From an optimization exercise on the open Yosys and OpenROAD flow, aimed at small area; shortcuts taken in it are not production practice.
Only simulation tests tie the RTL to the original design; equivalence was not proved.
Power is estimated from default activity; no workload was simulated.

// uart_core
module uart_core (
    input wire clk,
    input wire rst_n,
    input  wire uart_rx_i,
    output wire uart_tx_o,
    input  wire uart_cts_i,
    output wire uart_rts_o,
    input wire        cfg_enable,
    input wire        cfg_rx_enable,
    input wire        cfg_tx_enable,
    input wire [31:0] cfg_baud_inc,
    input wire [ 1:0] cfg_parity_mode,
    input wire [ 1:0] cfg_stop_bits,
    input wire [ 1:0] cfg_data_bits,
    input wire        cfg_hw_flow_enable,
    input wire        ctrl_rx_fifo_clear,
    input wire        ctrl_tx_fifo_clear,
    input  wire       tx_byte_valid,
    output wire       tx_byte_ready,
    input  wire [7:0] tx_byte_data,
    output wire       rx_byte_valid,
    input  wire       rx_byte_ready,
    output wire [7:0] rx_byte_data,
    output wire rx_byte_frame_error,
    output wire rx_byte_parity_error,
    output wire rx_byte_break_detect,
    output wire [4:0] rx_fifo_level,
    output wire [4:0] tx_fifo_level,
    output wire rx_fifo_empty,
    output wire rx_fifo_full,
    output wire tx_fifo_empty,
    output wire tx_fifo_full,
    output wire rx_busy,
    output wire tx_busy,
    output wire cts_active,
    output wire rts_active,
    output wire cts_blocked,
    output wire event_rx_overrun,
    output wire event_rx_frame_error,
    output wire event_rx_parity_error,
    output wire event_rx_break_detect,
    output wire event_tx_done
);
For scale: about 1,300 cells after synthesis, ~390 flip-flops, ~97 I/O pins.
Settings: LEC_CHECK=0, CAP_MARGIN=20, CORE_MARGIN=2, CORE_UTILIZATION=40, SLEW_MARGIN=20; clock period 10.0 ns.
run.sh (not shown) runs the stock make flow with config.mk's settings and CLKGATE_MAP_FILE= SYNTH_SCRIPT=/design/flow/synth_recipe.tcl, a recipe that flattens the netlist after the stock synthesis.
==> next run, changes <==
--- a/flow/design.v
+++ b/flow/design.v
@@ -56,44 +56,31 @@
     output wire event_rx_parity_error,
     output wire event_rx_break_detect,
     output wire event_tx_done
 );
   logic [31:0] acc_q;
   logic [ 3:0] os_cnt_q;
   logic        ot_q;   
   logic        bt_q;   
-  logic [16:0] acc_c;    
-  logic [32:16] acc_d;   
-  logic [32:16] acc_k;   
-  logic [31:16] acc_x;   
+  logic [32:0] acc_c;
   logic [31:0] acc_s;
-  logic        acc_co;
   logic        nco_run;
   assign nco_run  = rst_n & cfg_enable;
   assign acc_c[0] = 1'b0;
-  for (genvar i = 0; i < 16; i++) begin : g_lo
+  for (genvar i = 0; i < 32; i++) begin : g_acc
     assign acc_s[i]   = acc_q[i] ^ cfg_baud_inc[i] ^ acc_c[i];
     assign acc_c[i+1] = (acc_q[i] & cfg_baud_inc[i]) | (acc_c[i] & (acc_q[i] ^ cfg_baud_inc[i]));
   end
-  assign acc_d[16] = 1'b0;
-  assign acc_k[16] = 1'b1;
-  for (genvar i = 16; i < 32; i++) begin : g_hi
-    assign acc_x[i]   = acc_q[i] ^ cfg_baud_inc[i] ^ acc_d[i];
-    assign acc_d[i+1] = (acc_q[i] & cfg_baud_inc[i]) | (acc_d[i] & (acc_q[i] ^ cfg_baud_inc[i]));
-    assign acc_k[i+1] = acc_k[i] & acc_x[i];
-    assign acc_s[i]   = acc_x[i] ^ (acc_c[16] & acc_k[i]);
-  end
-  assign acc_co = acc_d[32] | (acc_c[16] & acc_k[32]);
   always_ff @(posedge clk) begin
     acc_q <= nco_run ? acc_s : 32'd0;
-    ot_q  <= nco_run & acc_co;
-    bt_q  <= nco_run & acc_co & (&os_cnt_q);
+    ot_q  <= nco_run & acc_c[32];
+    bt_q  <= nco_run & acc_c[32] & (&os_cnt_q);
     if (!nco_run) os_cnt_q <= 4'd0;
-    else if (acc_co) os_cnt_q <= os_cnt_q + 4'd1;
+    else if (acc_c[32]) os_cnt_q <= os_cnt_q + 4'd1;
   end
   logic [2:0] rx_sync_q;
   logic [2:0] cts_sync_q;
   logic       rx;
   always_ff @(posedge clk) begin
     if (!rst_n) begin
       rx_sync_q  <= 3'b111;
       cts_sync_q <= 3'b000;
Outcome:
- Now the flow completed, yet does not pass: negative setup slack
- synthesized cell count fell by 3.2%
- count of clock-buffer cells in the layout came out higher by 7
- sequential power hardly moves
- sequential cell count is unchanged
- power goes up by 3.2%
- first-iteration DRC count rises by 6.3%
- maximum frequency goes down by 28%
- final area hardly moves
- setup slack gets worse by 3.5 ns
- via count is lower by 1.6%
- wire length barely changes
- area after synthesis is lower by 0.98%

==> separate check: timing with driven ports <==
No port has a modelled driver above. Below, the same layouts with a new extraction and two added sets of constraints. Step 1 sets driving cells, clkbuf_16 on the clock port and buf_2 on the other inputs (assumed; they add their load-dependent delay and slew). Step 2, shift: input delay + t, output delay - t, t = (earliest + latest rising clock arrival at the registers) / 2. This alone moves slack from input paths to output paths. Three values: ideal ports, drivers, drivers and shift; two values: the first two.
run | t, ns | setup slack, ns | worst hold slack (ns) | cell pins on the clock port's net
the first run | 0.599 | 0.739 / 0.766 / 0.167 | 0.345 / 0.345 / 0.345 | 1
the second run | 0.600 | -2.776 / -2.758 / -3.358 | 0.334 / 0.334 / 0.334 | 1
For the second run, which loses most, drivers alone change the setup slack by +0.018 ns; drivers and shift together by -0.582 ns.
